Source: an optimization exercise on an open RTL-to-GDS flow (aim: small area, a short achievable clock period and few clock cycles). Production flows keep margins and buffers that such runs may drop.
The RTL was checked by simulation tests, not by an equivalence proof against the original design.
No run shown here takes its clock network from TritonCTS; it comes from the design's own scripts or RTL.
No driver is modelled on the clock port, so clock power and skew are understated where the tree is cut down; a real chip needs a root buffer or a tree.
No activity file was given, so power comes from the tool's default toggle rates.

### flow/run.sh
#!/bin/bash
# ORFS layout of the design with these changes to how it is made (the
# constraints are unchanged):
#  - synthesis maps the logic with an area-oriented ABC script (deepsyn,
#    then amap) and without half/full-adder extraction; the registers are
#    mapped exactly as in the standard synthesis;
#  - ports are buffered with buf_2 instead of the slow delay buffer;
#  - the clock tree is one clkbuf_16 at the registers' centroid
#    (flow/one_buf_cts.tcl) in place of the two-level tree;
#  - registers that drive output ports hand their other loads to a buffer
#    (flow/iso_outputs.tcl, run after the clock buffers);
#  - timing repair aims for more setup slack than the clock period needs.
set -euo pipefail
rm -rf myscripts
cp -r "$FLOW_HOME/scripts" myscripts
printf 'strash\n&get -n\n&deepsyn -T 30\n&put\ndch -f\namap\ntopo\n' > myscripts/abc_speed.script
python3 - "$PWD/flow/one_buf_cts.tcl" <<'PY'
import sys
p = 'myscripts/cts.tcl'
s = open(p).read()
old = 'log_cmd clock_tree_synthesis {*}$cts_args'
assert old in s
s = s.replace(old, 'source ' + sys.argv[1])
open(p, 'w').write(s)
PY
export SCRIPTS_DIR="$PWD/myscripts"
export ADDER_MAP_FILE=
export BUFFER_PORTS_ARGS="-buffer_cell sky130_fd_sc_hd__buf_2"
export SETUP_SLACK_MARGIN=6.4

bash standard.sh > standard.log 2>&1
### flow/iso_outputs.tcl
# Output ports: the register behind each output port buffer also drives
# logic; move that logic onto a buffer so the register drives the port
# buffer alone.
foreach bufinst [get_cells output*] {
  set inpin [get_pins -of_objects $bufinst -filter "direction == input"]
  set qnet [get_nets -of_objects $inpin]
  set loads {}
  foreach p [get_pins -of_objects $qnet -filter "direction == input"] {
    if {[get_property [get_cells -of_objects $p] full_name] ne [get_property $bufinst full_name]} { lappend loads $p }
  }
  if {[llength $loads] >= 3} {
    puts "iso: [get_property $qnet full_name] [llength $loads] loads"
    insert_buffer -buffer_cell sky130_fd_sc_hd__buf_1 -net [get_property $qnet full_name] -load_pins $loads
  }
}
### flow/one_buf_cts.tcl
# Clock tree of a single buffer: the design has a few dozen flip-flops close
# together, so one clkbuf_16 at their centroid drives every clock pin.
set block [ord::get_db_block]
set sx 0.0
set sy 0.0
set n 0
foreach inst [$block getInsts] {
  set master [$inst getMaster]
  if {[$master isSequential]} {
    set bb [$inst getBBox]
    set sx [expr {$sx + ([$bb xMin] + [$bb xMax]) / 2.0}]
    set sy [expr {$sy + ([$bb yMin] + [$bb yMax]) / 2.0}]
    incr n
  }
}
set dbu [$block getDbUnitsPerMicron]
set cx [expr {$sx / $n / $dbu}]
set cy [expr {$sy / $n / $dbu}]
puts "one_buf_cts: $n registers, clock buffer at $cx $cy"
log_cmd insert_buffer -buffer_cell sky130_fd_sc_hd__clkbuf_16 -net clk \
  -location [list $cx $cy] -buffer_name clkbuf_root -net_name clknet_root
source [file join [file dirname [info script]] iso_outputs.tcl]
### standard.sh
#!/bin/bash
# synth_recipe.tcl (not shown) runs the flow's synth.tcl, then flattens the netlist and writes it again
# the make line also repeats each setting of config.mk as NAME=value (left out here)
make -C /OpenROAD-flow-scripts/flow DESIGN_CONFIG=/design/flow/config.mk WORK_HOME=/design/flow/orfs CLKGATE_MAP_FILE= SYNTH_SCRIPT=/design/flow/synth_recipe.tcl "${@:-finish}"
### config.mk
export PLATFORM = sky130hd
export DESIGN_NAME = qr_decode
export DESIGN_NICKNAME = qr_decode
export VERILOG_FILES = /design/flow/design.v
export SDC_FILE = /design/flow/constraint.sdc
export NUM_CORES = 4
export LEC_CHECK = 0
export CAP_MARGIN = 20
export CORE_MARGIN = 2
export CORE_UTILIZATION = 45
export SLEW_MARGIN = 20
### constraint.sdc
create_clock -name core_clock -period 9.0 [get_ports {clk}]
set_input_delay 1.8000 -clock core_clock [delete_from_list [all_inputs] [get_ports {clk}]]
set_output_delay 1.8000 -clock core_clock [all_outputs]
set_load 0.01 [all_outputs]
### design.v
module qr_decode(
    input clk,
    input srstn,
    input qr_decode_start,
    input sram_rdata,
    output [11:0] sram_raddr,
    output reg decode_valid,
    output reg [7:0] decode_jis8_code,
    output reg qr_decode_finish
  );
  reg [4:0] r, c;       
  reg R1, R2;           
  reg [2:0] m;          
  reg [2:0] b;          
  reg [4:0] nb;         
  reg hdr;              
  assign sram_raddr = {1'b0, r, 1'b0, c};
  wire fmt = ~c[4] & ~c[3];
  wire up = c[1];
  wire at_top = c[4] ? (~r[4] & ~r[2] & ~r[1]) : ~(r[4] | r[3] | r[2] | r[1] | r[0]);   
  wire at_bot = r[4] & r[3];                                                           
  wire turn = c[0] & (up ? at_top : at_bot);
  wire sk6 = ~r[4] & ~r[3] & r[2] & r[0] & ~(r[1] ^ up);                  
  wire al_up = c[4] & ~c[2] & up & r[4] & ~r[1] & r[0];                   
  wire al_dn = c[4] & ~c[2] & ~up & ~r[4] & r[2] & r[1] & r[0];           
  wire al = al_up | al_dn;
  wire x = sk6 | al;
  wire [3:0] d = r[3:0] ^ {4{up}};
  wire t1 = d[0], t2 = d[1] & d[0], t3 = d[2] & t2, t4 = d[3] & t3;      
  wire [4:0] rt = {t4 | al, t3 | al, t2 & ~x, t1 | x, ~x};                
  wire rowmove = ~fmt & c[0] & ~turn;
  wire [4:0] frow = {{3{fmt & c[2]}}, 1'b0, fmt & c[2]};                   
  wire [4:0] nr = r ^ (rowmove ? rt : frow);
  wire alc = ~c[4] & c[2] & c[1] & r[4] & ~r[3] & ~(r[2] & r[1]) & (r[2] | r[1] | r[0]);
  wire hold = c[0] & (turn | alc);
  wire [3:1] e = c[3:1] ^ {3{~c[0]}};
  wire [4:0] tc = {e[3] & e[2] & e[1], e[2] & e[1], e[1], 1'b1, 1'b1};   
  wire [4:0] tf = c[2] ? 5'b10011 : c[0] ? 5'b00111 : {4'b0, qr_decode_start};
  wire [4:0] tcol = fmt ? tf : hold ? {4'b0, ~alc} : tc;
  wire [4:0] nc = c ^ tcol;
  wire R0 = ~R1 & ~R2;
  wire rdn = up ^ sk6;
  wire nR1 = fmt ? 1'b0 : (rowmove & ~al) ? (rdn ? R2 : R0) : R1;
  wire nR2 = fmt ? 1'b0 : (rowmove & ~al) ? (rdn ? R0 : R1) : R2;
  wire C0 = (~c[0] & ~c[1] & c[3]) | (~c[0] & c[1] & ~c[2]) | (c[0] & c[1] & c[2] & ~c[4]) | (c[0] & ~c[1] & c[2] & ~c[3]);
  wire C1 = (c[0] & ~c[1] & c[3]) | (~c[0] & c[1] & c[2] & c[4]) | (c[0] & c[1] & ~c[2] & c[4]) | (~c[0] & ~c[1] & ~c[2] & ~c[3]);
  wire C2 = ~C0 & ~C1;
  wire C3o = (c[1] & c[2] & ~c[3]) | (~c[1] & ~c[2] & ~c[3]) | (c[0] & c[1] & c[3]) | (c[0] & ~c[1] & ~c[3]);   
  wire a = r[0] & c[0];
  wire s = r[0] ^ c[0];
  wire q0 = R0 | C0;
  wire q1 = (R1 & C1) | (R2 & C2);
  wire z3 = (R0 & C0) | (R1 & C2) | (R2 & C1);
  reg mk;
  always @* begin
    case (m ^ 3'b101)
      3'd0: mk = ~s;
      3'd1: mk = ~r[0];
      3'd2: mk = C0;
      3'd3: mk = z3;
      3'd4: mk = ~(r[1] ^ C3o);
      3'd5: mk = ~a & q0;
      3'd6: mk = ~(a ^ q1);
      default: mk = ~(s ^ q1);
    endcase
  end
  wire bit_in = sram_rdata ^ mk;
  wire last_bit = (b == 3'd7);
  always @(posedge clk) begin
    if (~srstn) begin
      r <= 5'd8;
      c <= 5'd2;
      hdr <= 1'b1;
      decode_valid <= 1'b0;
      qr_decode_finish <= 1'b0;
    end else begin
      r <= nr;
      c <= nc;
      if (~fmt && b == 3'd0) hdr <= 1'b0;    
      decode_valid <= ~hdr & last_bit;
      qr_decode_finish <= ~hdr & ((last_bit & (nb == 5'd1)) | (nb == 5'd0));
    end
    R1 <= nR1;
    R2 <= nR2;
    if (fmt) m <= {m[1:0], sram_rdata};
    b <= fmt ? 3'd3 : b + 3'd1;           
    if (hdr) nb <= decode_jis8_code[4:0];   
    else if (last_bit) nb <= nb - 5'd1;
    decode_jis8_code <= {decode_jis8_code[6:0], bit_in};
  end
endmodule
==> reports/metrics.yaml, run 1 <==
route:
  dr.pass1.iters: 4
  num_vias: 1507
  drtAntennaViolNets: 0
  wl_per_cell_microns: 12.73
  via_per_inst: 5.382
  first_iter_violations: 92
  route.detailed.drc: 0
  routed_wl_mm: 3.565
global_routing:
  grt.busiest_layer: "met2"
  use_met1: 0.2709
  grt_pass1_vias: 1305
  grtUsageMet3: 0.01441
  grt_overflow: 0
  grt_max_degree: 35
  gr-usage-met2: 0.3005
  antenna_found_initial: 0
  grt_pass1_wl_mm: 5.961
  track_usage: 0.1817
floorplan:
  die_area_sq_um: 3963
  start_util: 0.4687
  die_h_microns: 62.96
  rows: 21
  core_area_sq_um: 3337
  die_w_microns: 62.96
  ios: 26
setup_path:
  critPathBufInv: 1
  cp.arrival_ns: 0.73
  path_class: "reg2out"
  path_cells: "buf_2"
  path_delay_family: "flip-flops"
  cp_max_fo: 3
  cpPeakStageDelay_ns: 0.40
  slowest_stage: "dfxtp_1"
  crit_path_end_kind: "output port"
  start_kind: "flip-flop"
  cp.required_ns: 7.20
sta:
  finalCritPeriodShare: 0.2811
  drv_slew: 0
  rsz0062_at_grt: "true"
  finalCriticalPeriod_ns: 2.530
  finalHoldViolCount: 0
  skew_ns: 0.008337
  clock.fmax_ghz: 0.3953
  fin_setup_tns_ns: 0
  setup_viol: 0
  fin_hold_ws_ns: 0.3602
synth:
  synth-seq-area-share: 0.4864
  postSynthAreaPerCell_sq_um: 7.859
  synthCells: 199
  synth_area_sq_um: 1564
  ys_warn_count: 1
  synth-seq-cells: 34
  synth_cell_types: 25
job:
  cap_violations: 0
layout:
  nNetsFinal: 240
  layout_commonest_cell: "nor2_1"
  multi_input_area_sq_um: 695.7
  area_delta_synth_final_pct: 17.68
  regArea_sq_um: 760.7
  utilization: 0.5516
  fillers: 345
  final_cell_mix: "nor2_1, clkinv_1, dfxtp_1, buf_2, o21ai_0"
  diodes: 0
  stdcell_count: 280
  drive_above_1_share: 0.1624
clocking:
  clkTransAtPathRegs_ns: 0.12
  insertion_delay_ns: 0.18
  cts-hold-fix-buffers: 0
power_and_ir_drop:
  power.leakage_nw: 0.7023
  power.density_nw_per_um2: 374.1
  fin_total_pwr_uw: 688.6
  ir_drop_mv: 0.1390
status:
  status: "no timing/DRC/antenna violations"
hold_path:
  hold_class: "reg2reg"
place:
  place_congestion: 0.8001
  dp_hpwl_mm: 2.624
  portBuffers: 23
  placed_cells: 266
power by group:
group | total, mW | switching (mW) | internal [mW]
combinational | 0.360 | 0.228 | 0.132
clock | 0.0599 | 0.0390 | 0.0209
sequential | 0.268 | 0.0413 | 0.227
worst paths after layout:
kind	start	end	slack, ns	depth (start not counted)
worst max-delay path	decode_jis8_code[4]	decode_jis8_code[4]	6.47	1
worst min-delay path	decode_jis8_code[6]	decode_jis8_code[7]	0.36	0
worst max register to register	r[3]	r[2]	6.60	12
worst min register to register	decode_jis8_code[6]	decode_jis8_code[7]	0.36	0
stage by stage:
stage	instance area [sq um]	worst slack (ns)
after floorplan	1568	6.459
after global placement	1718	6.184
after detailed placement	1718	6.158
after CTS	1822	6.405
after global routing	1841	6.301
final	1841	6.470
sequential cells by signal, summed over array words and instances, names as in the netlist:
name,cells
decode_valid,1
nb,5
hdr,1
R1,1
decode_jis8_code,8
c,5
qr_decode_finish,1
b,3
m,3
r,5
R2,1
cells in the mapped netlist:
| library cell | number | area share |
|---|---|---|
| a211oi_1 | 4 | 0.019 |
| a21oi_1 | 14 | 0.045 |
| a221oi_1 | 2 | 0.011 |
| a222oi_1 | 1 | 0.0064 |
| a22o_1 | 1 | 0.0056 |
| a31o_1 | 1 | 0.0056 |
| a31oi_1 | 3 | 0.012 |
| and2_0 | 1 | 0.0040 |
| buf_4 | 3 | 0.014 |
| clkinv_1 | 31 | 0.074 |
| conb_1 | 1 | 0.0024 |
| dfxtp_1 | 26 | 0.33 |
| edfxtp_1 | 8 | 0.15 |
| nand2_1 | 17 | 0.041 |
| nand3_1 | 1 | 0.0032 |
| nor2_1 | 36 | 0.086 |
| nor3_1 | 5 | 0.016 |
| nor4_1 | 2 | 0.0080 |
| o211ai_1 | 3 | 0.014 |
| o21a_1 | 2 | 0.0096 |
| o21ai_0 | 22 | 0.070 |
| o221ai_1 | 2 | 0.011 |
| o22a_1 | 1 | 0.0056 |
| o22ai_1 | 9 | 0.036 |
| or2_0 | 3 | 0.012 |
metal layers:
layer,wire length [microns],up-vias
met5,0,-
met4,13,0
met3,223,2
met2,1615,51
met1,1712,690
li1,-,764
cell type report, without the clock buffers:
type | instances | share of cell area
inverters | 31 | 0.06662
multi-input cells | 132 | 0.3780
flip-flops and latches | 34 | 0.4133
well taps | 46 | 0.03127
repair buffers | 36 | 0.09721
kinds of logic after synthesis:
kind of cell    share of synthesized area
buf+inv                           0.08880
simple gates                       0.1704
other cells                      0.002398
flops                              0.4864
compound gates                     0.2520
timing repair:
action                     CTS  global route
setup endpoints to repair    9             7
gates resized for setup      8             7
pin swaps                    2             0
buffers inserted             2             1
Testbench counts, summed over its fixed seeds: cycles 15,800.
==> run 2: changes to the inputs <==
--- a/flow/run.sh
+++ b/flow/run.sh
@@ -6,8 +6,6 @@
 #    mapped exactly as in the standard synthesis;
 #  - ports are buffered with buf_2 instead of the slow delay buffer;
-#  - the clock tree is one clkbuf_16 at the registers' centroid
-#    (flow/one_buf_cts.tcl) in place of the two-level tree;
-#  - registers that drive output ports hand their other loads to a buffer
-#    (flow/iso_outputs.tcl, run after the clock buffers);
+#  - the clock tree is two clkbuf_16 in parallel, one per half of the registers
+#    (flow/two_buf_cts.tcl) in place of the two-level tree;
 #  - timing repair aims for more setup slack than the clock period needs.
 set -euo pipefail
@@ -15,5 +13,5 @@
 cp -r "$FLOW_HOME/scripts" myscripts
 printf 'strash\n&get -n\n&deepsyn -T 30\n&put\ndch -f\namap\ntopo\n' > myscripts/abc_speed.script
-python3 - "$PWD/flow/one_buf_cts.tcl" <<'PY'
+python3 - "$PWD/flow/two_buf_cts.tcl" <<'PY'
 import sys
 p = 'myscripts/cts.tcl'
@@ -28,4 +26,4 @@
 export BUFFER_PORTS_ARGS="-buffer_cell sky130_fd_sc_hd__buf_2"
 export SETUP_SLACK_MARGIN=6.4
-
+export SETUP_SLACK_MARGIN=6.35
 bash standard.sh > standard.log 2>&1
==> flow/two_buf_cts.tcl (new file) <==
# Clock tree of two buffers in parallel: the registers are split into a left
# and a right half, and a clkbuf_16 at each half's centroid drives its clock pins.
set block [ord::get_db_block]
set dbu [$block getDbUnitsPerMicron]
set pins {}
foreach pin [get_pins -of_objects [get_nets clk]] {
  if {[get_property $pin direction] ne "input"} { continue }
  set it [sta::sta_to_db_pin $pin]
  set bb [[$it getInst] getBBox]
  lappend pins [list [expr {([$bb xMin] + [$bb xMax]) / 2.0 / $dbu}] [expr {([$bb yMin] + [$bb yMax]) / 2.0 / $dbu}] $pin]
}
set pins [lsort -real -index 0 $pins]
set half [expr {[llength $pins] / 2}]
foreach {name group} [list left [lrange $pins 0 [expr {$half - 1}]] right [lrange $pins $half end]] {
  set sx 0.0; set sy 0.0; set loads {}
  foreach p $group { set sx [expr {$sx + [lindex $p 0]}]; set sy [expr {$sy + [lindex $p 1]}]; lappend loads [lindex $p 2] }
  set n [llength $group]
  puts "two_buf_cts: $name $n clock pins, buffer at [expr {$sx / $n}] [expr {$sy / $n}]"
  log_cmd insert_buffer -buffer_cell sky130_fd_sc_hd__clkbuf_16 -net clk -load_pins $loads \
    -location [list [expr {$sx / $n}] [expr {$sy / $n}]] -buffer_name clkbuf_$name -net_name clknet_$name
}
removed: flow/iso_outputs.tcl
removed: flow/one_buf_cts.tcl
==> run 2 against run 1 <==
Worst setup slack worse by 0.075 ns. Sequential share of layout area up 1.1 points. First-iteration DRC count down 3.3%. Worst hold slack worse by 0.0076 ns. Clock skew down 0.0055 ns. Combinational power down 11%. Core utilization down 1.2 points. Power about the same.
==> reports/metrics.yaml, run 2 <==
status:
  status: "no timing/DRC/antenna violations"
synth:
  synth_edf_count: 8
  yosys.area_share.simple: 0.1704
  synth_top_cell_by_area: "dfxtp_1"
  postSynthAreaPerCell_sq_um: 7.859
  synth_common_cells: "nor2_1, clkinv_1, dfxtp_1"
  synth.area.top_cells: "dfxtp_1, edfxtp_1, nor2_1, clkinv_1, o21ai_0"
  ys_warn_count: 1
  synth_area_sq_um: 1564
  yosys.area_share.adder: 0
  async_flop_share: 0
  synth_compound_area_frac: 0.2520
  yosysTopAreaCellShare: 0.3328
  synth-seq-area-share: 0.4864
  synth_xor_xnor_area_share: 0
  synth_cell_types: 25
  synthCells: 199
  yosysMostFrequentCell: "nor2_1"
  ys.flop_type: "dfxtp_1"
  synth-seq-cells: 34
  muxShareOfSynthArea: 0
  synth_top_family_by_area: "compound AO/OA/AOI/OAI gates"
hold_path:
  hold_class: "reg2reg"
  min_to: "decode_jis8_code[7]"
  hp-start: "decode_jis8_code[6]"
  hold_depth: 0
setup_path:
  r2r_cells: 14
  path_cells: "buf_2"
  cp.required_ns: 7.20
  crit_path_end_kind: "output port"
  cp_max_fo: 14
  r2r-start: "r[1]"
  path_delay_family: "flip-flops"
  start_kind: "flip-flop"
  path_class: "reg2out"
  r2r_slack_ns: 6.59
  cpPeakStageDelay_ns: 0.48
  critPathBufInv: 1
  slowest_stage: "dfxtp_2"
  cp.arrival_ns: 0.80
  crit-reg2reg-capture: "r[1]"
layout:
  nNetsFinal: 230
  layout_commonest_cell: "nor2_1"
  final_area_sq_um: 1800
  regMostFlops: "decode_jis8_code"
  largest_reg_flops: 8
  diodes: 0
  drive_above_1_share: 0.1518
  stdcell_count: 270
  area_delta_synth_final_pct: 15.12
  final_cell_mix: "nor2_1, clkinv_1, dfxtp_1, buf_2, o21ai_0"
  fillers: 341
route:
  via_per_inst: 5.293
  route.detailed.drc: 0
  num_vias: 1429
  routed_wl_mm: 3.438
  wl_per_cell_microns: 12.73
  first_iter_violations: 89
  drtAntennaViolNets: 0
  dr.pass1.iters: 5
power_and_ir_drop:
  clkPwrFrac: 0.112
  power.density_nw_per_um2: 382.4
  seqPwrFrac: 0.423
  p_sw_frac: 0.4349
  power.share.combinational: 0.465
  internal_power_uw: 389.1
  switching_power_uw: 299.5
  power.leakage_nw: 0.6878
  ir_drop_mv: 0.2468
global_routing:
  grt_overflow: 0
  track_usage: 0.1732
  grt_max_degree: 18
  antenna_found_initial: 0
  grt_pass1_wl_mm: 5.678
  grt_pass1_vias: 1248
sta:
  finalHoldViolCount: 0
  worst_slack_ns: 6.395
  setup_viol: 0
  worst_slew_pin_slew_ns: 0.6632
  finalCriticalPeriod_ns: 2.605
  clock.fmax_ghz: 0.3839
  fin_setup_tns_ns: 0
  finalCritPeriodShare: 0.2894
  relSlewSlack: 0.5563
  drv_slew: 0
  skew_ns: 0.002816
  rsz0062_at_grt: "true"
floorplan:
  start_util: 0.4687
  rows: 21
  die_h_microns: 62.96
  ios: 26
  die_area_sq_um: 3963
  die_w_microns: 62.96
  core_area_sq_um: 3337
place:
  place_ws_ns: 6.158
  portBuffers: 23
  dp_hpwl_mm: 2.624
  placed_cells: 266
  postPlaceCellArea_sq_um: 1718
  place_congestion: 0.8001
job:
  cap_violations: 0
clocking:
  insertion_delay_ns: 0.14
  cts-hold-fix-buffers: 0
  clkTransAtPathRegs_ns: 0.07
[run 2: cell counts after synthesis]
No cell type changed its count.
[run 2: stage by stage]
stage	hold slack, ns	utilization	power, mW
6_report	0.3526	0.5396	0.6886
5_1_grt	0.3625	0.5396	0.7500
4_1_cts	0.3449	0.5317	0.6697
3_5_place_dp	0.3449	0.5148	0.6033
3_3_place_gp	0.3318	0.5148	0.5962
2_1_floorplan	0.3716	-	0.5065
[run 2: worst max path at each step]
stage / startpoint / endpoint / slack [ns] / depth (start not counted)
after floorplan: srstn / qr_decode_finish / 6.46 / 5
after global placement: srstn / qr_decode_finish / 6.18 / 6
final: c[1] / sram_raddr[1] / 6.40 / 1
after global routing: r[1] / r[1] / 6.21 / 14
after CTS: srstn / qr_decode_finish / 6.31 / 6
after detailed placement: srstn / qr_decode_finish / 6.16 / 6
[run 2: cell families after synthesis]
group,count (synthesis)
AOI/OAI and AO/OA,65
buffers and inverters,34
DFF,34
other,1
and+or+nand+nor,65
[run 2: cell type report, without the clock buffers]
type,instances,area (sq um),share of cell area
sequential,34,763.2,0.4239
timing repair buffer,25,130.1,0.07227
inverter,31,117.6,0.06532
tap,46,57.56,0.03197
multi-input combinational,132,681.9,0.3787
[run 2: what timing repair did]
item / CTS / global route
endpoints found under the hold margin: 0 / 0
pin swaps: 0 / 1
gates resized for setup: 2 / 6
setup buffers: 0 / 2
setup endpoints to repair: 4 / 9
[run 2: layer usage]
| layer | vias up | track usage | wire (microns) |
|---|---|---|---|
| met5 | - | 0 | 0 |
| met4 | 0 | 0.01389 | 20 |
| met3 | 3 | 0.01982 | 131 |
| met2 | 25 | 0.2819 | 1562 |
| met1 | 653 | 0.2566 | 1723 |
| li1 | 748 | - | - |
[run 2: power groups by stage]
stage | logic [mW] | registers, mW | clock network (mW)
6_report | 0.320 | 0.291 | 0.0769
4_1_cts | 0.314 | 0.294 | 0.0623
3_3_place_gp | 0.305 | 0.291 | 0
3_5_place_dp | 0.311 | 0.292 | 0
2_1_floorplan | 0.212 | 0.295 | 0
5_1_grt | 0.364 | 0.302 | 0.0843
==> run 3: changes to the inputs <==
--- a/flow/run.sh
+++ b/flow/run.sh
@@ -26,4 +26,4 @@
 export BUFFER_PORTS_ARGS="-buffer_cell sky130_fd_sc_hd__buf_2"
 export SETUP_SLACK_MARGIN=6.4
-export SETUP_SLACK_MARGIN=6.35
+
 bash standard.sh > standard.log 2>&1
==> run 3 against run 2 <==
Still clean on timing, DRC and antenna. Register-to-register slack is essentially flat. Sequential power is essentially flat. Synthesized cell count is the same. Via count grew 0.28%. Core utilization is essentially flat. Maximum frequency is essentially flat. Worst hold slack is the same. Clock power is essentially flat. Synthesized area is the same. Clock skew is essentially flat. Critical path depth is the same. Largest cell class unchanged.
==> reports/metrics.yaml, run 3 <==
global_routing:
  antenna_found_initial: 0
  track_usage: 0.1732
  grt_max_degree: 18
  grt_overflow: 0
  grt_pass1_wl_mm: 5.678
  grt_pass1_vias: 1248
synth:
  ys.flop_type: "dfxtp_1"
  synth-seq-cells: 34
  synth_top_cell_by_area: "dfxtp_1"
  synth_edf_count: 8
  yosysMostFrequentCell: "nor2_1"
  async_flop_share: 0
  synth.area.top_cells: "dfxtp_1, edfxtp_1, nor2_1, clkinv_1, o21ai_0"
  ys_warn_count: 1
  synthCells: 199
  yosysTopAreaCellShare: 0.3328
  synth_area_sq_um: 1564
  synth_cell_types: 25
  postSynthAreaPerCell_sq_um: 7.859
  synth-seq-area-share: 0.4864
  synth_common_cells: "nor2_1, clkinv_1, dfxtp_1"
setup_path:
  start_kind: "flip-flop"
  cpPeakStageDelay_ns: 0.48
  cp.arrival_ns: 0.80
  path_delay_family: "flip-flops"
  path_cells: "buf_2"
  cp_max_fo: 14
  cp.required_ns: 7.20
  path_class: "reg2out"
  critPathBufInv: 1
  crit_path_end_kind: "output port"
  slowest_stage: "dfxtp_2"
clocking:
  cts-hold-fix-buffers: 0
  clkTransAtPathRegs_ns: 0.07
  insertion_delay_ns: 0.14
layout:
  regMostFlops: "decode_jis8_code"
  diodes: 0
  largest_reg_flops: 8
  final_cell_mix: "nor2_1, clkinv_1, dfxtp_1, buf_2, o21ai_0"
  drive_above_1_share: 0.1518
  area_delta_synth_final_pct: 15.20
  layout_commonest_cell: "nor2_1"
  nNetsFinal: 230
floorplan:
  start_util: 0.4687
  die_area_sq_um: 3963
  rows: 21
  ios: 26
  die_h_microns: 62.96
  die_w_microns: 62.96
  core_area_sq_um: 3337
sta:
  finalHoldViolCount: 0
  fin_setup_tns_ns: 0
  relSlewSlack: 0.5526
  drv_slew: 0
  skew_ns: 0.002550
  setup_viol: 0
  worst_slew_pin_slew_ns: 0.6686
  fin_hold_ws_ns: 0.3526
  clock.fmax_ghz: 0.3841
  rsz0062_at_grt: "true"
  finalCritPeriodShare: 0.2893
  finalCriticalPeriod_ns: 2.603
status:
  status: "no timing/DRC/antenna violations"
route:
  routed_wl_mm: 3.402
  first_iter_violations: 87
  num_vias: 1433
  route.detailed.drc: 0
  wl_per_cell_microns: 12.60
  dr.pass1.iters: 5
  drtAntennaViolNets: 0
  via_per_inst: 5.307
place:
  place_congestion: 0.8001
  dp_hpwl_mm: 2.624
  portBuffers: 23
job:
  cap_violations: 0
power_and_ir_drop:
  ir_drop_mv: 0.2466
  power.leakage_nw: 0.6884
  power.density_nw_per_um2: 381.6
hold_path:
  hold_class: "reg2reg"
-- run 3: changes by cell type in the layout (fill, tap and decap cells not counted), sizes merged --
cell,change
clkinv,-1
inv,+1
-- run 3: power breakdown --
part           switching [mW]  total [mW]  internal (mW)  leakage [nW]
combinational           0.198       0.319          0.120         0.366
sequential             0.0627       0.291          0.229         0.298
clock                  0.0372      0.0772         0.0401        0.0246
total                   0.298       0.687          0.389         0.688
-- run 3: metrics by stage --
stage / power [mW] / utilization / area, sq um / setup slack, ns / std cells
floorplan: 0.5065 / - / 1568 / 6.459 / 200
global placement: 0.5962 / 0.5148 / 1718 / 6.184 / 266
detailed placement: 0.6033 / 0.5148 / 1718 / 6.158 / 266
CTS: 0.6697 / 0.5317 / 1774 / 6.313 / 268
global route: 0.7502 / 0.5399 / 1802 / 6.215 / 270
finish: 0.6875 / 0.5399 / 1802 / 6.397 / 270
-- run 3: what timing repair did --
action	CTS	global route
endpoints found under the setup margin	7	10
pin swaps	0	1
resized for setup	2	7
setup buffers	0	2
-- run 3: logic make-up (layout without fill, tap and decap cells) --
logic type	after synthesis	in the layout	share of synthesized area
compound gates	65	65	0.2520
buf+inv	34	58	0.08880
flops	34	34	0.4864
other cells	1	2	0.002398
simple gates	65	65	0.1704
-- run 3: path summary, 6_finish.rpt --
kind / startpoint / endpoint / cells past startpoint / slack [ns]
setup / recovery: c[1] / sram_raddr[1] / 1 / 6.40
hold reg to reg: decode_jis8_code[6] / decode_jis8_code[7] / 0 / 0.35
hold / removal: decode_jis8_code[6] / decode_jis8_code[7] / 0 / 0.35
setup reg to reg: r[1] / r[1] / 14 / 6.58
-- run 3: layout make-up, without the clock buffers --
cell class / instances / area [sq um]
timing repair buffer: 25 / 130.1
inverter: 31 / 118.9
fill: 340 / 1535
sequential: 34 / 763.2
tap: 46 / 57.56
multi-input combinational: 132 / 681.9
-- run 3: worst reg2reg max path, stage by stage, from the launching register on --
cell and delay (ns):
dfxtp_1 0.39, inv_2 0.09, nand2_1 0.10, nor2_1 0.06
o21ai_0 0.10, a21oi_1 0.14, nor3_2 0.29, clkinv_1 0.13
a31oi_1 0.22, o21ai_0 0.12, o21ai_0 0.15, clkinv_1 0.15
o21ai_1 0.20, nor2_1 0.06, a211oi_1 0.15
-- run 3: per-layer routing --
layer	part of all wire	global-route usage	wire (microns)	vias to the layer above
met3	0.044	0.01982	151	3
met5	0	0	0	-
met1	0.50	0.2566	1693	652
li1	-	-	-	748
met4	0.0059	0.01389	20	0
met2	0.45	0.2819	1537	30
==> run 4: changes to the inputs <==
--- a/flow/run.sh
+++ b/flow/run.sh
@@ -6,5 +6,5 @@
 #    mapped exactly as in the standard synthesis;
 #  - ports are buffered with buf_2 instead of the slow delay buffer;
-#  - the clock tree is two clkbuf_16 in parallel, one per half of the registers
+#  - the clock tree is two clkbuf_8 in parallel, one per half of the registers
 #    (flow/two_buf_cts.tcl) in place of the two-level tree;
 #  - timing repair aims for more setup slack than the clock period needs.
@@ -26,4 +26,4 @@
 export BUFFER_PORTS_ARGS="-buffer_cell sky130_fd_sc_hd__buf_2"
 export SETUP_SLACK_MARGIN=6.4
-
+export SETUP_SLACK_MARGIN=6.35
 bash standard.sh > standard.log 2>&1
--- a/flow/two_buf_cts.tcl
+++ b/flow/two_buf_cts.tcl
@@ -1,4 +1,4 @@
 # Clock tree of two buffers in parallel: the registers are split into a left
-# and a right half, and a clkbuf_16 at each half's centroid drives its clock pins.
+# and a right half, and a clkbuf_8 at each half's centroid drives its clock pins.
 set block [ord::get_db_block]
 set dbu [$block getDbUnitsPerMicron]
@@ -17,5 +17,5 @@
   set n [llength $group]
   puts "two_buf_cts: $name $n clock pins, buffer at [expr {$sx / $n}] [expr {$sy / $n}]"
-  log_cmd insert_buffer -buffer_cell sky130_fd_sc_hd__clkbuf_16 -net clk -load_pins $loads \
+  log_cmd insert_buffer -buffer_cell sky130_fd_sc_hd__clkbuf_8 -net clk -load_pins $loads \
     -location [list [expr {$sx / $n}] [expr {$sy / $n}]] -buffer_name clkbuf_$name -net_name clknet_$name
 }
==> run 4 against run 3 <==
Still clean on timing, DRC and antenna. Critical path depth unchanged. Cell count unchanged. Power decreased by 2.5%. Clock power decreased by 26%. Largest cell class unchanged. Largest power group unchanged.
==> reports/metrics.yaml, run 4 <==
power_and_ir_drop:
  power.share.combinational: 0.479
  clkPwrFrac: 0.086
  power.leakage_nw: 0.6785
  seqPwrFrac: 0.436
  power.density_nw_per_um2: 376.7
  internal_power_uw: 370.9
  p_sw_frac: 0.4466
  ir_drop_mv: 0.1712
  switching_power_uw: 299.3
setup_path:
  slowest_stage: "dfxtp_1"
  cpPeakStageDelay_ns: 0.45
  crit_path_end_kind: "output port"
  cp.arrival_ns: 0.78
  start_kind: "flip-flop"
  path_delay_family: "flip-flops"
  critPathBufInv: 1
  path_class: "reg2out"
  cp_max_fo: 5
  path_cells: "buf_2"
  cp.required_ns: 7.20
clocking:
  cts-hold-fix-buffers: 0
  clkTransAtPathRegs_ns: 0.10
  insertion_delay_ns: 0.16
floorplan:
  ios: 26
  die_h_microns: 62.96
  start_util: 0.4687
  core_area_sq_um: 3337
  rows: 21
  die_w_microns: 62.96
  die_area_sq_um: 3963
layout:
  area_delta_synth_final_pct: 13.76
  stdcell_count: 270
  diodes: 0
  final_cell_mix: "nor2_1, clkinv_1, dfxtp_1, buf_2, o21ai_0"
  largest_reg_flops: 8
  nNetsFinal: 230
  layout_commonest_cell: "nor2_1"
  fillers: 346
  regMostFlops: "decode_jis8_code"
  drive_above_1_share: 0.1518
route:
  via_per_inst: 5.285
  route.detailed.drc: 0
  dr.pass1.iters: 4
  drtAntennaViolNets: 0
  wl_per_cell_microns: 12.64
  first_iter_violations: 83
  routed_wl_mm: 3.414
  num_vias: 1427
place:
  place_congestion: 0.8001
  portBuffers: 23
  dp_hpwl_mm: 2.624
  placed_cells: 266
synth:
  yosysMostFrequentCell: "nor2_1"
  synth_edf_count: 8
  synth-seq-cells: 34
  async_flop_share: 0
  ys_warn_count: 1
  synth-seq-area-share: 0.4864
  synth_top_cell_by_area: "dfxtp_1"
  yosysTopAreaCellShare: 0.3328
  postSynthAreaPerCell_sq_um: 7.859
  ys.flop_type: "dfxtp_1"
  synthCells: 199
  synth_cell_types: 25
  synth_area_sq_um: 1564
  synth_common_cells: "nor2_1, clkinv_1, dfxtp_1"
  synth.area.top_cells: "dfxtp_1, edfxtp_1, nor2_1, clkinv_1, o21ai_0"
global_routing:
  grt_max_degree: 18
  antenna_found_initial: 0
  track_usage: 0.1709
  grt_pass1_vias: 1245
  grt_overflow: 0
  grt_pass1_wl_mm: 5.623
sta:
  finalHoldViolCount: 0
  fin_setup_tns_ns: 0
  drv_slew: 0
  relSlewSlack: 0.5485
  setup_viol: 0
  rsz0062_at_grt: "true"
  finalCritPeriodShare: 0.2869
  skew_ns: 0.004829
  clock.fmax_ghz: 0.3872
  worst_slew_pin_slew_ns: 0.6748
  finalCriticalPeriod_ns: 2.582
job:
  cap_violations: 0
status:
  status: "no timing/DRC/antenna violations"
hold_path:
  hold_class: "reg2reg"
==> run 4: through the flow <==
stage                     power [mW]  cell area, sq um  hold slack (ns)  setup slack (ns)    util
final                         0.6703              1779           0.3564             6.418  0.5332
after floorplan               0.5065              1568           0.3716             6.459       -
after global placement        0.5962              1718           0.3318             6.184  0.5148
after CTS                     0.6505              1752           0.3449             6.313  0.5249
after global routing          0.7314              1779           0.3674             6.207  0.5332
after detailed placement      0.6033              1718           0.3449             6.158  0.5148
==> run 4: path summary, 6_finish.rpt <==
kind	start	endpoint	slack (ns)	depth (start not counted)
setup reg to reg	r[1]	r[1]	6.58	14
setup / recovery	r[3]	sram_raddr[9]	6.42	1
hold / removal	decode_jis8_code[6]	decode_jis8_code[7]	0.36	0
hold reg to reg	decode_jis8_code[6]	decode_jis8_code[7]	0.36	0
==> run 4: layout make-up, without the clock buffers <==
type | instances | area (sq um) | area share
inverters | 31 | 117.6 | 0.06610
multi-input cells | 132 | 679.4 | 0.3819
flip-flops and latches | 34 | 767.0 | 0.4311
well taps | 46 | 57.56 | 0.03235
repair buffers | 25 | 130.1 | 0.07314
==> run 4: routing by layer <==
| metal | vias to the layer above | wire length (microns) | part of all wire | GRT usage |
|---|---|---|---|---|
| met2 | 42 | 1560 | 0.46 | 0.2793 |
| met1 | 640 | 1642 | 0.48 | 0.2554 |
| met5 | - | 0 | 0 | 0 |
| met4 | 0 | 12 | 0.0035 | 0.008333 |
| li1 | 743 | - | - | - |
| met3 | 2 | 199 | 0.058 | 0.01802 |
==> run 4: power groups by stage <==
stage          registers [mW]  clock network, mW  logic (mW)
2_1_floorplan           0.295                  0       0.212
3_3_place_gp            0.291                  0       0.305
3_5_place_dp            0.292                  0       0.311
4_1_cts                 0.294             0.0431       0.314
5_1_grt                 0.303             0.0641       0.365
6_report                0.292             0.0574       0.321
==> run 4: what timing repair did <==
action | in CTS | in global routing
setup endpoints to repair | 4 | 9
setup buffers | 0 | 2
pin swaps | 0 | 1
gates resized for setup | 2 | 7
==> run 4: logic make-up (layout without fill, tap and decap cells) <==
kind of cell / Yosys count / after routing / synth area share
compound gates: 65 / 65 / 0.2520
flops: 34 / 34 / 0.4864
other cells: 1 / 2 / 0.002398
buf+inv: 34 / 58 / 0.08880
simple gates: 65 / 65 / 0.1704
==> run 5: changes to the inputs <==
--- a/flow/run.sh
+++ b/flow/run.sh
@@ -26,4 +26,4 @@
 export BUFFER_PORTS_ARGS="-buffer_cell sky130_fd_sc_hd__buf_2"
 export SETUP_SLACK_MARGIN=6.4
-export SETUP_SLACK_MARGIN=6.35
+export SETUP_SLACK_MARGIN=6.4
 bash standard.sh > standard.log 2>&1
==> run 5 against run 4 <==
Still clean. Synthesized area is the same. Clock power is essentially flat. Via count grew 0.28%. Sequential power is essentially flat. Combinational power is essentially flat. Clock skew shrank 0.0013 ns. Die area is the same. Worst hold slack is essentially flat. Sequential share of layout area grew 0.069 points. Synthesized cell count is the same. Sequential cell count is the same. Largest cell class unchanged. Largest power group unchanged.
==> reports/metrics.yaml, run 5 <==
clocking:
  clkTransAtPathRegs_ns: 0.10
  insertion_delay_ns: 0.16
floorplan:
  start_util: 0.4687
  die_w_microns: 62.96
  core_area_sq_um: 3337
  die_area_sq_um: 3963
  ios: 26
  die_h_microns: 62.96
  rows: 21
global_routing:
  track_usage: 0.1709
  antenna_found_initial: 0
  grt_pass1_wl_mm: 5.623
  grt_pass1_vias: 1245
  grt_max_degree: 18
  grt_overflow: 0
setup_path:
  cpPeakStageDelay_ns: 0.45
  slowest_stage: "dfxtp_1"
  path_delay_family: "flip-flops"
  r2r_slack_ns: 6.58
  path_class: "reg2out"
  cp.arrival_ns: 0.78
  crit-reg2reg-capture: "r[1]"
  cp.required_ns: 7.20
  r2r-start: "r[1]"
  r2r_cells: 14
  critPathBufInv: 1
  cp.depth: 1
  crit_path_end_kind: "output port"
  cp_max_fo: 5
  start_kind: "flip-flop"
  path_cells: "buf_2"
synth:
  async_flop_share: 0
  synth_common_cells: "nor2_1, clkinv_1, dfxtp_1"
  synth_edf_count: 8
  ys_warn_count: 1
  synth.area.top_cells: "dfxtp_1, edfxtp_1, nor2_1, clkinv_1, o21ai_0"
  synth-seq-area-share: 0.4864
  yosysMostFrequentCell: "nor2_1"
  ys.flop_type: "dfxtp_1"
  postSynthAreaPerCell_sq_um: 7.859
  synthCells: 199
  yosysTopAreaCellShare: 0.3328
  synth_top_cell_by_area: "dfxtp_1"
  synth_cell_types: 25
  synth-seq-cells: 34
  synth_area_sq_um: 1564
route:
  wl_per_cell_microns: 12.63
  via_per_inst: 5.300
  routed_wl_mm: 3.411
  dr.pass1.iters: 4
  drtAntennaViolNets: 0
  first_iter_violations: 90
  route.detailed.drc: 0
  num_vias: 1431
sta:
  fin_hold_ws_ns: 0.3566
  fin_setup_tns_ns: 0
  worst_slew_pin_slew_ns: 0.6764
  clock.fmax_ghz: 0.3879
  rsz0062_at_grt: "true"
  relSlewSlack: 0.5474
  setup_viol: 0
  finalCritPeriodShare: 0.2864
  finalHoldViolCount: 0
  finalCriticalPeriod_ns: 2.578
  skew_ns: 0.003517
  drv_slew: 0
place:
  place_congestion: 0.8001
  dp_hpwl_mm: 2.624
  portBuffers: 23
  placed_cells: 266
layout:
  stdcell_count: 270
  final_cell_mix: "nor2_1, clkinv_1, buf_2, dfxtp_1, o21ai_0"
  regMostFlops: "decode_jis8_code"
  layout_commonest_cell: "nor2_1"
  diodes: 0
  drive_above_1_share: 0.1652
  nNetsFinal: 230
  fillers: 343
  largest_reg_flops: 8
  multi_input_area_sq_um: 681.9
  regArea_sq_um: 772.0
  area_delta_synth_final_pct: 14.32
job:
  cap_violations: 0
power_and_ir_drop:
  power.leakage_nw: 0.6797
  power.density_nw_per_um2: 376.0
  fin_total_pwr_uw: 672.4
  ir_drop_mv: 0.1710
hold_path:
  hold_class: "reg2reg"
  min_to: "decode_jis8_code[7]"
  hp-start: "decode_jis8_code[6]"
  hold_depth: 0
status:
  status: "no timing/DRC/antenna violations"
## run 5: cell types whose count changed in the layout (fill, tap and decap cells not counted), sizes merged
cell	before	now
clkinv	30	29
inv	1	2
## run 5: logic make-up (layout without fill, tap and decap cells)
family | Yosys count | count (layout) | share of synthesized area
AO/OA/AOI/OAI | 65 | 65 | 0.2520
flip-flops | 34 | 34 | 0.4864
buffers and inverters | 34 | 58 | 0.08880
AND/OR/NAND/NOR | 65 | 65 | 0.1704
other | 1 | 2 | 0.002398
## run 5: report_power, final
group | switching [mW] | leakage (nW) | total [mW] | internal [mW]
clock | 0.0368 | 0.0144 | 0.0575 | 0.0207
sequential | 0.0624 | 0.299 | 0.294 | 0.231
combinational | 0.201 | 0.366 | 0.321 | 0.121
total | 0.300 | 0.680 | 0.672 | 0.373
## run 5: metrics by stage
| stage | area (sq um) | utilization | worst slack (ns) |
|---|---|---|---|
| after floorplan | 1568 | - | 6.459 |
| after detailed placement | 1718 | 0.5148 | 6.158 |
| after global placement | 1718 | 0.5148 | 6.184 |
| after CTS | 1752 | 0.5249 | 6.313 |
| after global routing | 1788 | 0.5358 | 6.207 |
| final | 1788 | 0.5358 | 6.422 |
## run 5: routing by layer
metal | track usage | vias to the layer above | share of wire
li1 | - | 745 | -
met1 | 0.2554 | 654 | 0.49
met5 | 0 | - | 0
met4 | 0.008333 | 0 | 0.0035
met3 | 0.01802 | 2 | 0.050
met2 | 0.2793 | 30 | 0.45
## run 5: how the worst max path moves through the flow
stage               start  slack [ns]               end
finish               r[3]        6.42     sram_raddr[9]
global route         r[1]        6.21              r[1]
CTS                 srstn        6.31  qr_decode_finish
detailed placement  srstn        6.16  qr_decode_finish
global placement    srstn        6.18  qr_decode_finish
floorplan           srstn        6.46  qr_decode_finish
## run 5: final cells by class, without the clock buffers
cell class,count,share of cell area
flip-flops and latches,34,0.4318
multi-input cells,132,0.3814
repair buffers,25,0.07278
inverters,31,0.06648
well taps,46,0.03219
## run 5: timing repair
| action | in CTS | in global routing |
|---|---|---|
| pin swaps | 0 | 1 |
| buffers inserted | 0 | 2 |
| hold buffers | 0 | 0 |
| gates resized for setup | 2 | 12 |
| endpoints found under the setup margin | 7 | 13 |
==> run 6: changes to the inputs <==
--- a/flow/run.sh
+++ b/flow/run.sh
@@ -26,4 +26,4 @@
 export BUFFER_PORTS_ARGS="-buffer_cell sky130_fd_sc_hd__buf_2"
 export SETUP_SLACK_MARGIN=6.4
-export SETUP_SLACK_MARGIN=6.4
+export SETUP_SLACK_MARGIN=6.45
 bash standard.sh > standard.log 2>&1
==> run 6 against run 5 <==
Still clean. Cell count increased by 1.9%. Register-to-register slack improved by 0.06 ns. Power up 2.2%. Synthesized area is the same. Via count up 1.5%. Clock skew down 0.0013 ns. Combinational power rose by 6%. Largest cell class unchanged.
==> reports/metrics.yaml, run 6 <==
synth:
  synth-seq-cells: 34
  synth_common_cells: "nor2_1, clkinv_1, dfxtp_1"
  synth-seq-area-share: 0.4864
  synthCells: 199
  ys.flop_type: "dfxtp_1"
  synth_cell_types: 25
  synth.area.top_cells: "dfxtp_1, edfxtp_1, nor2_1, clkinv_1, o21ai_0"
  synth_top_cell_by_area: "dfxtp_1"
  ys_warn_count: 1
  synth_area_sq_um: 1564
  async_flop_share: 0
  synth_edf_count: 8
  postSynthAreaPerCell_sq_um: 7.859
  yosysTopAreaCellShare: 0.3328
  yosysMostFrequentCell: "nor2_1"
sta:
  rsz0062_at_grt: "true"
  finalCriticalPeriod_ns: 2.515
  finalHoldViolCount: 0
  clock.fmax_ghz: 0.3976
  finalCritPeriodShare: 0.2795
  relSlewSlack: 0.5371
  setup_viol: 0
  drv_slew: 0
  worst_slew_pin_slew_ns: 0.6917
  fin_setup_tns_ns: 0
  skew_ns: 0.002226
setup_path:
  crit-reg2reg-capture: "r[1]"
  r2r-start: "r[1]"
  crit_path_end_kind: "output port"
  path_class: "reg2out"
  cp.required_ns: 7.20
  path_cells: "buf_2"
  cp_max_fo: 10
  path_delay_family: "flip-flops"
  slowest_stage: "dfxtp_4"
  critPathBufInv: 1
  r2r_cells: 14
  r2r_slack_ns: 6.64
  cpPeakStageDelay_ns: 0.41
  cp.arrival_ns: 0.72
  start_kind: "flip-flop"
route:
  wl_per_cell_microns: 12.48
  drtAntennaViolNets: 0
  dr.pass1.iters: 4
  route.detailed.drc: 0
  routed_wl_mm: 3.431
  first_iter_violations: 76
  via_per_inst: 5.280
  num_vias: 1452
power_and_ir_drop:
  fin_total_pwr_uw: 687.1
  power.density_nw_per_um2: 375.1
  power.leakage_nw: 0.7040
  ir_drop_mv: 0.1714
global_routing:
  grt_max_degree: 18
  grt_pass1_wl_mm: 5.623
  use_met1: 0.2554
  antenna_found_initial: 0
  gr-usage-met2: 0.2793
  grt_overflow: 0
  track_usage: 0.1709
  grtUsageMet3: 0.01802
  grt_pass1_vias: 1245
  grt.busiest_layer: "met2"
layout:
  area_delta_synth_final_pct: 17.12
  stdcell_count: 275
  regMostFlops: "decode_jis8_code"
  layout_commonest_cell: "nor2_1"
  largest_reg_flops: 8
  nNetsFinal: 235
  drive_above_1_share: 0.1965
  diodes: 0
  final_cell_mix: "nor2_1, clkinv_1, buf_2, o21ai_0, dfxtp_1"
  final_area_sq_um: 1832
hold_path:
  min_to: "decode_jis8_code[7]"
  hp-start: "decode_jis8_code[6]"
  hold_class: "reg2reg"
  hold_depth: 0
clocking:
  clkTransAtPathRegs_ns: 0.10
  insertion_delay_ns: 0.16
  cts-hold-fix-buffers: 0
status:
  status: "no timing/DRC/antenna violations"
job:
  cap_violations: 0
floorplan:
  ios: 26
  rows: 21
  die_w_microns: 62.96
  core_area_sq_um: 3337
  start_util: 0.4687
  die_area_sq_um: 3963
  die_h_microns: 62.96
place:
  portBuffers: 23
  postPlaceCellArea_sq_um: 1718
  place_congestion: 0.8001
  dp_hpwl_mm: 2.624
  placed_cells: 266
run 6: metrics by stage:
| stage | hold slack [ns] | utilization | worst slack, ns |
|---|---|---|---|
| 6_report | 0.3566 | 0.5489 | 6.485 |
| 4_1_cts | 0.3449 | 0.5253 | 6.313 |
| 3_5_place_dp | 0.3449 | 0.5148 | 6.158 |
| 2_1_floorplan | 0.3716 | - | 6.459 |
| 5_1_grt | 0.3674 | 0.5489 | 6.297 |
| 3_3_place_gp | 0.3318 | 0.5148 | 6.184 |
run 6: how the worst max path moves through the flow:
stage                                  end  depth (start not counted)  slack [ns]  startpoint
after global routing                  r[1]                         14        6.30        r[1]
after detailed placement  qr_decode_finish                          6        6.16       srstn
after floorplan           qr_decode_finish                          5        6.46       srstn
after CTS                 qr_decode_finish                          6        6.31       srstn
after global placement    qr_decode_finish                          6        6.18       srstn
final                        sram_raddr[1]                          1        6.48        c[1]
run 6: repair_timing:
| item | CTS | global route |
|---|---|---|
| endpoints found under the setup margin | 10 | 13 |
| buffers inserted | 0 | 7 |
| pin swaps | 0 | 1 |
| resized for setup | 3 | 16 |
run 6: logic make-up (layout without fill, tap and decap cells):
logic type | after synthesis | in the layout | share of synthesized area
flip-flops | 34 | 34 | 0.4864
AO/OA/AOI/OAI | 65 | 65 | 0.2520
AND/OR/NAND/NOR | 65 | 65 | 0.1704
other | 1 | 2 | 0.002398
buffers and inverters | 34 | 63 | 0.08880
run 6: area by class of cell, without the clock buffers:
cell class / instances / area [sq um]
fill: 341 / 1505
sequential: 34 / 778.2
multi-input combinational: 132 / 681.9
timing repair buffer: 30 / 167.7
inverter: 31 / 118.9
tap: 46 / 57.56
run 6: routing by layer:
layer,vias up,wire length (microns)
met4,0,12
met1,665,1712
met2,29,1565
met3,2,141
li1,756,-
met5,-,0
run 6: report_power, final:
part           switching, mW  leakage [nW]  internal [mW]
Sequential            0.0574         0.300          0.233
Clock                 0.0367        0.0144         0.0207
Combinational          0.208         0.389          0.132
Total                  0.302         0.704          0.385
==> run 7: changes to the inputs <==
--- a/flow/run.sh
+++ b/flow/run.sh
@@ -25,5 +25,5 @@
 export ADDER_MAP_FILE=
 export BUFFER_PORTS_ARGS="-buffer_cell sky130_fd_sc_hd__buf_2"
-export SETUP_SLACK_MARGIN=6.4
-export SETUP_SLACK_MARGIN=6.45
+export SETUP_SLACK_MARGIN=6.35
+
 bash standard.sh > standard.log 2>&1
--- a/config.mk
+++ b/config.mk
@@ -8,4 +8,4 @@
 export CAP_MARGIN = 20
 export CORE_MARGIN = 2
-export CORE_UTILIZATION = 45
+export CORE_UTILIZATION = 40
 export SLEW_MARGIN = 20
==> run 7 against run 6 <==
Worst hold slack gained 0.0013 ns. Still clean on timing, DRC and antenna. Largest cell class unchanged. Clock skew grew 0.0052 ns. Synthesized cell count is the same. Largest power group unchanged. Power shrank 3.1%. Clock power grew 4.0%.
==> reports/metrics.yaml, run 7 <==
layout:
  final_area_sq_um: 1783
  regArea_sq_um: 765.7
  stdcell_count: 272
  fillers: 385
  drive_above_1_share: 0.1518
  nNetsFinal: 230
  regMostFlops: "decode_jis8_code"
  area_delta_synth_final_pct: 14.00
  layout_commonest_cell: "nor2_1"
  multi_input_area_sq_um: 681.9
  utilization: 0.4798
  diodes: 0
  final_cell_mix: "nor2_1, clkinv_1, dfxtp_1, buf_2, o21ai_0"
  largest_reg_flops: 8
floorplan:
  die_w_microns: 66.53
  die_h_microns: 66.53
  die_area_sq_um: 4426
  rows: 22
  ios: 26
  start_util: 0.4209
  core_area_sq_um: 3716
sta:
  clock.fmax_ghz: 0.3801
  setup_viol: 0
  rsz0062_at_grt: "true"
  fin_setup_tns_ns: 0
  worst_slew_pin_slew_ns: 0.6956
  worst_slack_ns: 6.369
  drv_slew: 0
  finalCriticalPeriod_ns: 2.631
  finalCritPeriodShare: 0.2923
  skew_ns: 0.007390
  finalHoldViolCount: 0
  relSlewSlack: 0.5345
setup_path:
  cp.required_ns: 7.20
  path_delay_family: "flip-flops"
  path_class: "reg2out"
  path_cells: "buf_2"
  critPathBufInv: 1
  slowest_stage: "dfxtp_1"
  cp_max_fo: 8
  cpPeakStageDelay_ns: 0.48
  crit_path_end_kind: "output port"
  start_kind: "flip-flop"
  cp.arrival_ns: 0.83
power_and_ir_drop:
  p_sw_frac: 0.4416
  ir_drop_mv: 0.1651
  internal_power_uw: 371.9
  power.leakage_nw: 0.6758
  seqPwrFrac: 0.441
  clkPwrFrac: 0.089
  power.density_nw_per_um2: 373.6
  power.share.combinational: 0.469
  switching_power_uw: 294.1
synth:
  ys_warn_count: 1
  synth_area_sq_um: 1564
  ys.flop_type: "dfxtp_1"
  yosysTopAreaCellShare: 0.3328
  synth_cell_types: 25
  synth_common_cells: "nor2_1, clkinv_1, dfxtp_1"
  synth-seq-cells: 34
  synth_top_cell_by_area: "dfxtp_1"
  synth.area.top_cells: "dfxtp_1, edfxtp_1, nor2_1, clkinv_1, o21ai_0"
  synth-seq-area-share: 0.4864
  yosysMostFrequentCell: "nor2_1"
  postSynthAreaPerCell_sq_um: 7.859
  async_flop_share: 0
  synth_edf_count: 8
  synthCells: 199
global_routing:
  grt_max_degree: 18
  grt_pass1_wl_mm: 5.733
  track_usage: 0.1573
  grt_overflow: 0
  grt_pass1_vias: 1274
  antenna_found_initial: 0
hold_path:
  hold_class: "reg2reg"
route:
  num_vias: 1402
  route.detailed.drc: 0
  dr.pass1.iters: 4
  wl_per_cell_microns: 12.02
  wl_met1_mm: 1.665
  dr_wl_met2_mm: 1.403
  wl_met3_microns: 178
  top_layer_used: "met4"
  drtAntennaViolNets: 0
  routed_wl_mm: 3.270
  first_iter_violations: 109
  via_per_inst: 5.154
job:
  cap_violations: 0
place:
  portBuffers: 23
  place_congestion: 0.8495
  place_ws_ns: 6.117
  postPlaceCellArea_sq_um: 1720
  dp_hpwl_mm: 2.460
  placed_cells: 268
status:
  status: "no timing/DRC/antenna violations"
clocking:
  clkTransAtPathRegs_ns: 0.11
  insertion_delay_ns: 0.16
  cts-hold-fix-buffers: 0
==> run 7: cell counts after synthesis <==
No cell type changed its count.
==> run 7: cell type report, without the clock buffers <==
type	count	area share
flip-flops and latches	34	0.4295
well taps	48	0.03368
repair buffers	25	0.07298
inverters	31	0.06597
multi-input cells	132	0.3825
==> run 7: timing repair <==
item	in CTS	in global routing
setup endpoints to repair	2	9
gates resized for setup	4	6
setup buffers	0	2
gates cloned	0	0
pin swaps	0	1
==> run 7: per-stage QoR <==
step                      hold slack (ns)  power, mW
final                              0.3579     0.6661
after floorplan                    0.3716     0.5065
after CTS                          0.3393     0.6461
after global placement             0.3345     0.5993
after detailed placement           0.3393     0.5973
after global routing               0.3654     0.7355
==> run 7: cells by family (layout without fill, tap and decap cells) <==
family | count (synthesis) | in the layout | synth area share
compound gates | 65 | 65 | 0.2520
simple gates | 65 | 65 | 0.1704
flops | 34 | 34 | 0.4864
buf+inv | 34 | 58 | 0.08880
other cells | 1 | 2 | 0.002398
==> run 7: per-layer routing <==
layer  global-route usage  vias up
li1                     -      752
met1               0.2386      609
met2               0.2550       39
met3              0.01182        2
met4              0.01020        0
met5                    0        -
==> run 7: path summary, 6_finish.rpt <==
kind,startpoint,to,slack (ns),depth (start not counted)
max,c[2],sram_raddr[2],6.37,1
max reg2reg,r[1],r[1],6.67,14
min reg2reg,decode_jis8_code[6],decode_jis8_code[7],0.36,0
min,decode_jis8_code[6],decode_jis8_code[7],0.36,0
==> run 7: power groups by stage <==
| stage | sequential (mW) | clock (mW) | combinational [mW] |
|---|---|---|---|
| global placement | 0.294 | 0 | 0.305 |
| global route | 0.305 | 0.0668 | 0.364 |
| CTS | 0.296 | 0.0431 | 0.307 |
| detailed placement | 0.294 | 0 | 0.303 |
| floorplan | 0.295 | 0 | 0.212 |
| finish | 0.294 | 0.0596 | 0.313 |
==> run 7: worst reg2reg max path, cell delays in order (launching register included) <==
cell      delay (ns)
dfxtp_1         0.40
inv_2           0.09
nand2_1         0.11
nor2_1          0.06
o21ai_0         0.10
a21oi_1         0.13
nor3_2          0.27
clkinv_1        0.12
a31oi_1         0.20
o21ai_0         0.12
o21ai_1         0.16
clkinv_1        0.13
o21ai_1         0.17
nor2_1          0.06
a211oi_1        0.16
==> run 8: changes to the inputs <==
--- a/flow/run.sh
+++ b/flow/run.sh
@@ -26,4 +26,4 @@
 export BUFFER_PORTS_ARGS="-buffer_cell sky130_fd_sc_hd__buf_2"
 export SETUP_SLACK_MARGIN=6.35
-
+export RECOVER_POWER=100
 bash standard.sh > standard.log 2>&1
--- a/config.mk
+++ b/config.mk
@@ -8,4 +8,4 @@
 export CAP_MARGIN = 20
 export CORE_MARGIN = 2
-export CORE_UTILIZATION = 40
+export CORE_UTILIZATION = 45
 export SLEW_MARGIN = 20
==> run 8 against run 7 <==
Still clean. Clock power shrank 3.5%. Synthesized cell count stayed put. Critical path depth increased by 5. Final area shrank 2.6%. Clock skew down 0.0033 ns. Core utilization is 4.1 points higher. Sequential share of layout area increased by 0.86 points. Highest routed layer unchanged.
==> reports/metrics.yaml, run 8 <==
setup_path:
  r2r_cells: 12
  cp.required_ns: 9.11
  cp_max_fo: 9
  crit_path_end_kind: "flip-flop"
  path_class: "in2reg"
  start_kind: "input pin"
  cp.arrival_ns: 2.95
route:
  route.detailed.drc: 0
  num_vias: 1440
  dr.pass1.iters: 4
  via_per_inst: 5.333
  drtAntennaViolNets: 0
  dr_wl_met2_mm: 1.568
  wl_met3_microns: 171
  wl_met1_mm: 1.670
  top_layer_used: "met4"
  first_iter_violations: 74
  wl_per_cell_microns: 12.68
  routed_wl_mm: 3.423
power_and_ir_drop:
  seqPwrFrac: 0.443
  power.density_nw_per_um2: 377.8
  ir_drop_mv: 0.1711
  p_sw_frac: 0.4538
  switching_power_uw: 297.7
  internal_power_uw: 358.4
  clkPwrFrac: 0.088
  fin_total_pwr_uw: 656.1
  power.share.combinational: 0.469
  power.leakage_nw: 0.6084
place:
  portBuffers: 23
  dp_hpwl_mm: 2.624
  place_congestion: 0.8001
  placed_cells: 266
  postPlaceCellArea_sq_um: 1718
sta:
  fin_hold_ws_ns: 0.3583
  finalCriticalPeriod_ns: 2.838
  setup_viol: 0
  finalHoldViolCount: 0
  rsz0062_at_grt: "true"
  skew_ns: 0.004101
  drv_slew: 0
  worst_slew_pin_slew_ns: 0.6360
  clock.fmax_ghz: 0.3523
  relSlewSlack: 0.5745
  fin_setup_tns_ns: 0
  finalCritPeriodShare: 0.3154
layout:
  layout_commonest_cell: "nor2_1"
  diodes: 0
  final_area_sq_um: 1737
  fillers: 351
  final_cell_mix: "nor2_1, clkinv_1, dfxtp_1, o21ai_0, clkbuf_1"
  largest_reg_flops: 8
  drive_above_1_share: 0.03571
  stdcell_count: 270
  regMostFlops: "decode_jis8_code"
  nNetsFinal: 230
  area_delta_synth_final_pct: 11.04
floorplan:
  start_util: 0.4687
  core_area_sq_um: 3337
  die_w_microns: 62.96
  die_area_sq_um: 3963
  rows: 21
  ios: 26
  die_h_microns: 62.96
clocking:
  insertion_delay_ns: 0.16
  cts-hold-fix-buffers: 0
  clkTransAtPathRegs_ns: 0.10
synth:
  synthCells: 199
  synth_cell_types: 25
  async_flop_share: 0
  yosysTopAreaCellShare: 0.3328
  synth-seq-cells: 34
  synth_edf_count: 8
  synth_top_cell_by_area: "dfxtp_1"
  yosysMostFrequentCell: "nor2_1"
  ys_warn_count: 1
  ys.flop_type: "dfxtp_1"
  synth_area_sq_um: 1564
  postSynthAreaPerCell_sq_um: 7.859
  synth.area.top_cells: "dfxtp_1, edfxtp_1, nor2_1, clkinv_1, o21ai_0"
  synth-seq-area-share: 0.4864
  synth_common_cells: "nor2_1, clkinv_1, dfxtp_1"
status:
  status: "no timing/DRC/antenna violations"
hold_path:
  hold_depth: 0
  hold_class: "reg2reg"
global_routing:
  grt_pass1_wl_mm: 5.623
  track_usage: 0.1709
  grt_pass1_vias: 1245
  antenna_found_initial: 0
  grt_max_degree: 18
  grt_overflow: 0
job:
  cap_violations: 0
==> run 8: metal layers <==
layer / track usage / up-vias
met5: 0 / -
met3: 0.01802 / 2
li1: - / 750
met2: 0.2793 / 35
met4: 0.008333 / 0
met1: 0.2554 / 653
==> run 8: stage by stage <==
step | worst slack, ns | util
finish | 6.162 | 0.5204
global route | 5.879 | 0.5204
global placement | 6.184 | 0.5148
CTS | 6.313 | 0.5249
floorplan | 6.459 | -
detailed placement | 6.158 | 0.5148
==> run 8: timing repair <==
item / 4_1_cts / 5_1_grt
resized for setup: 2 / 7
setup endpoints to repair: 4 / 9
pin swaps: 0 / 1
setup buffers: 0 / 2
==> run 8: final timing paths <==
check	to	slack [ns]	startpoint
worst min-delay path	decode_jis8_code[7]	0.36	decode_jis8_code[6]
worst max-delay path	qr_decode_finish	6.16	srstn
worst max register to register	r[1]	6.26	c[1]
worst min register to register	decode_jis8_code[7]	0.36	decode_jis8_code[6]
==> run 8: power by group through the flow <==
stage | Combinational [mW] | Sequential [mW] | Clock (mW)
after floorplan | 0.212 | 0.295 | 0
after global placement | 0.305 | 0.291 | 0
after detailed placement | 0.311 | 0.292 | 0
after CTS | 0.314 | 0.294 | 0.0431
after global routing | 0.351 | 0.301 | 0.0641
final | 0.308 | 0.291 | 0.0575
==> run 8: worst max-delay path, stage by stage <==
cell        delay (ns)
clkbuf_1          0.13
clkinvlp_2        0.33
nor2_1            0.24
clkinv_1          0.11
nor4_1            0.19
o21a_1            0.15
==> run 8: final cells by class, without the clock buffers <==
class	count	area [sq um]	area share
flip-flops and latches	34	760.7	0.4380
multi-input cells	132	668.1	0.3847
well taps	46	57.56	0.03314
inverters	31	117.6	0.06772
repair buffers	25	105.1	0.06052
==> run 8: kinds of logic after synthesis <==
kind of cell	after synthesis	synth area share
AO/OA/AOI/OAI	65	0.2520
AND/OR/NAND/NOR	65	0.1704
flip-flops	34	0.4864
buffers and inverters	34	0.08880
other	1	0.002398
==> run 9: changes to the inputs <==
--- a/flow/run.sh
+++ b/flow/run.sh
@@ -26,4 +26,3 @@
 export BUFFER_PORTS_ARGS="-buffer_cell sky130_fd_sc_hd__buf_2"
 export SETUP_SLACK_MARGIN=6.35
-export RECOVER_POWER=100
 bash standard.sh > standard.log 2>&1
==> run 9 against run 8 <==
Combinational power rose by 4%. Power up 2.2%. Wire length decreased by 0.26%. Critical path depth fell by 5. Sequential share of layout area fell by 0.70 points. Critical endpoint is now sram_raddr[9]. Largest cell class unchanged.
==> reports/metrics.yaml, run 9 <==
power_and_ir_drop:
  switching_power_uw: 299.3
  internal_power_uw: 370.9
  power.leakage_nw: 0.6785
  seqPwrFrac: 0.436
  p_sw_frac: 0.4466
  ir_drop_mv: 0.1712
  fin_total_pwr_uw: 670.3
  clkPwrFrac: 0.086
  power.share.combinational: 0.479
  power.density_nw_per_um2: 376.7
place:
  place_congestion: 0.8001
  dp_hpwl_mm: 2.624
  portBuffers: 23
  postPlaceCellArea_sq_um: 1718
  placed_cells: 266
  place_ws_ns: 6.158
route:
  via_per_inst: 5.285
  routed_wl_mm: 3.414
  dr.pass1.iters: 4
  wl_per_cell_microns: 12.64
  drtAntennaViolNets: 0
  route.detailed.drc: 0
  num_vias: 1427
  first_iter_violations: 83
global_routing:
  grt_pass1_wl_mm: 5.623
  grt_pass1_vias: 1245
  antenna_found_initial: 0
  grt_max_degree: 18
  grt_overflow: 0
  track_usage: 0.1709
synth:
  synth_common_cells: "nor2_1, clkinv_1, dfxtp_1"
  synth_cell_types: 25
  ys_warn_count: 1
  yosysMostFrequentCell: "nor2_1"
  postSynthAreaPerCell_sq_um: 7.859
  synthCells: 199
  ys.flop_type: "dfxtp_1"
  synth-seq-area-share: 0.4864
  async_flop_share: 0
  yosysTopAreaCellShare: 0.3328
  synth_edf_count: 8
  synth.area.top_cells: "dfxtp_1, edfxtp_1, nor2_1, clkinv_1, o21ai_0"
  synth-seq-cells: 34
  synth_top_cell_by_area: "dfxtp_1"
  synth_area_sq_um: 1564
layout:
  final_area_sq_um: 1779
  nNetsFinal: 230
  largest_reg_flops: 8
  stdcell_count: 270
  fillers: 346
  regMostFlops: "decode_jis8_code"
  layout_commonest_cell: "nor2_1"
  drive_above_1_share: 0.1518
  diodes: 0
  area_delta_synth_final_pct: 13.76
  final_cell_mix: "nor2_1, clkinv_1, dfxtp_1, buf_2, o21ai_0"
sta:
  relSlewSlack: 0.5485
  clock.fmax_ghz: 0.3872
  setup_viol: 0
  finalCriticalPeriod_ns: 2.582
  drv_slew: 0
  finalHoldViolCount: 0
  skew_ns: 0.004829
  worst_slack_ns: 6.418
  finalCritPeriodShare: 0.2869
  rsz0062_at_grt: "true"
  fin_setup_tns_ns: 0
  worst_slew_pin_slew_ns: 0.6748
floorplan:
  rows: 21
  ios: 26
  start_util: 0.4687
  die_area_sq_um: 3963
  core_area_sq_um: 3337
  die_h_microns: 62.96
  die_w_microns: 62.96
job:
  cap_violations: 0
setup_path:
  critPathBufInv: 1
  cp_max_fo: 5
  crit_path_end_kind: "output port"
  path_delay_family: "flip-flops"
  cp.required_ns: 7.20
  path_class: "reg2out"
  path_cells: "buf_2"
  slowest_stage: "dfxtp_1"
  cp.arrival_ns: 0.78
  cpPeakStageDelay_ns: 0.45
  start_kind: "flip-flop"
clocking:
  insertion_delay_ns: 0.16
  clkTransAtPathRegs_ns: 0.10
status:
  status: "no timing/DRC/antenna violations"
hold_path:
  hold_class: "reg2reg"
## run 9: cell type report, without the clock buffers
| cell class | count | area (sq um) | area share |
|---|---|---|---|
| timing repair buffer | 25 | 130.1 | 0.07314 |
| sequential | 34 | 767.0 | 0.4311 |
| tap | 46 | 57.56 | 0.03235 |
| multi-input combinational | 132 | 679.4 | 0.3819 |
| inverter | 31 | 117.6 | 0.06610 |
## run 9: path summary, 6_finish.rpt
check                 startpoint                   to  slack (ns)  cells after the start
max                         r[3]        sram_raddr[9]        6.42                      1
min          decode_jis8_code[6]  decode_jis8_code[7]        0.36                      0
max reg2reg                 r[1]                 r[1]        6.58                     14
min reg2reg  decode_jis8_code[6]  decode_jis8_code[7]        0.36                      0
## run 9: through the flow
stage	hold slack, ns	util
2_1_floorplan	0.3716	-
3_3_place_gp	0.3318	0.5148
3_5_place_dp	0.3449	0.5148
4_1_cts	0.3449	0.5249
5_1_grt	0.3674	0.5332
6_report	0.3564	0.5332
## run 9: power groups by stage
| stage | clock network, mW | logic [mW] | registers [mW] |
|---|---|---|---|
| finish | 0.0574 | 0.321 | 0.292 |
| global route | 0.0641 | 0.365 | 0.303 |
| detailed placement | 0 | 0.311 | 0.292 |
| global placement | 0 | 0.305 | 0.291 |
| CTS | 0.0431 | 0.314 | 0.294 |
| floorplan | 0 | 0.212 | 0.295 |
## run 9: cells by family after synthesis
group / Yosys count / synth area share
flops: 34 / 0.4864
buf+inv: 34 / 0.08880
other cells: 1 / 0.002398
compound gates: 65 / 0.2520
simple gates: 65 / 0.1704
## run 9: routing by layer
metal	vias to the layer above	wire length (microns)	global-route usage
li1	743	-	-
met1	640	1642	0.2554
met2	42	1560	0.2793
met3	2	199	0.01802
met4	0	12	0.008333
met5	-	0	0
## run 9: repair_timing
action | 4_1_cts | 5_1_grt
setup endpoints to repair | 4 | 9
hold buffers | 0 | 0
pin swaps | 0 | 1
buffers inserted | 0 | 2
resized for setup | 2 | 7

Setup slack of run 9, layout unchanged: 6.418 ns with ideal ports, 6.385 ns with driving cells assumed (clock clkbuf_16, inputs buf_2), 6.288 ns with port delays also shifted by the 0.188 ns mid clock arrival.
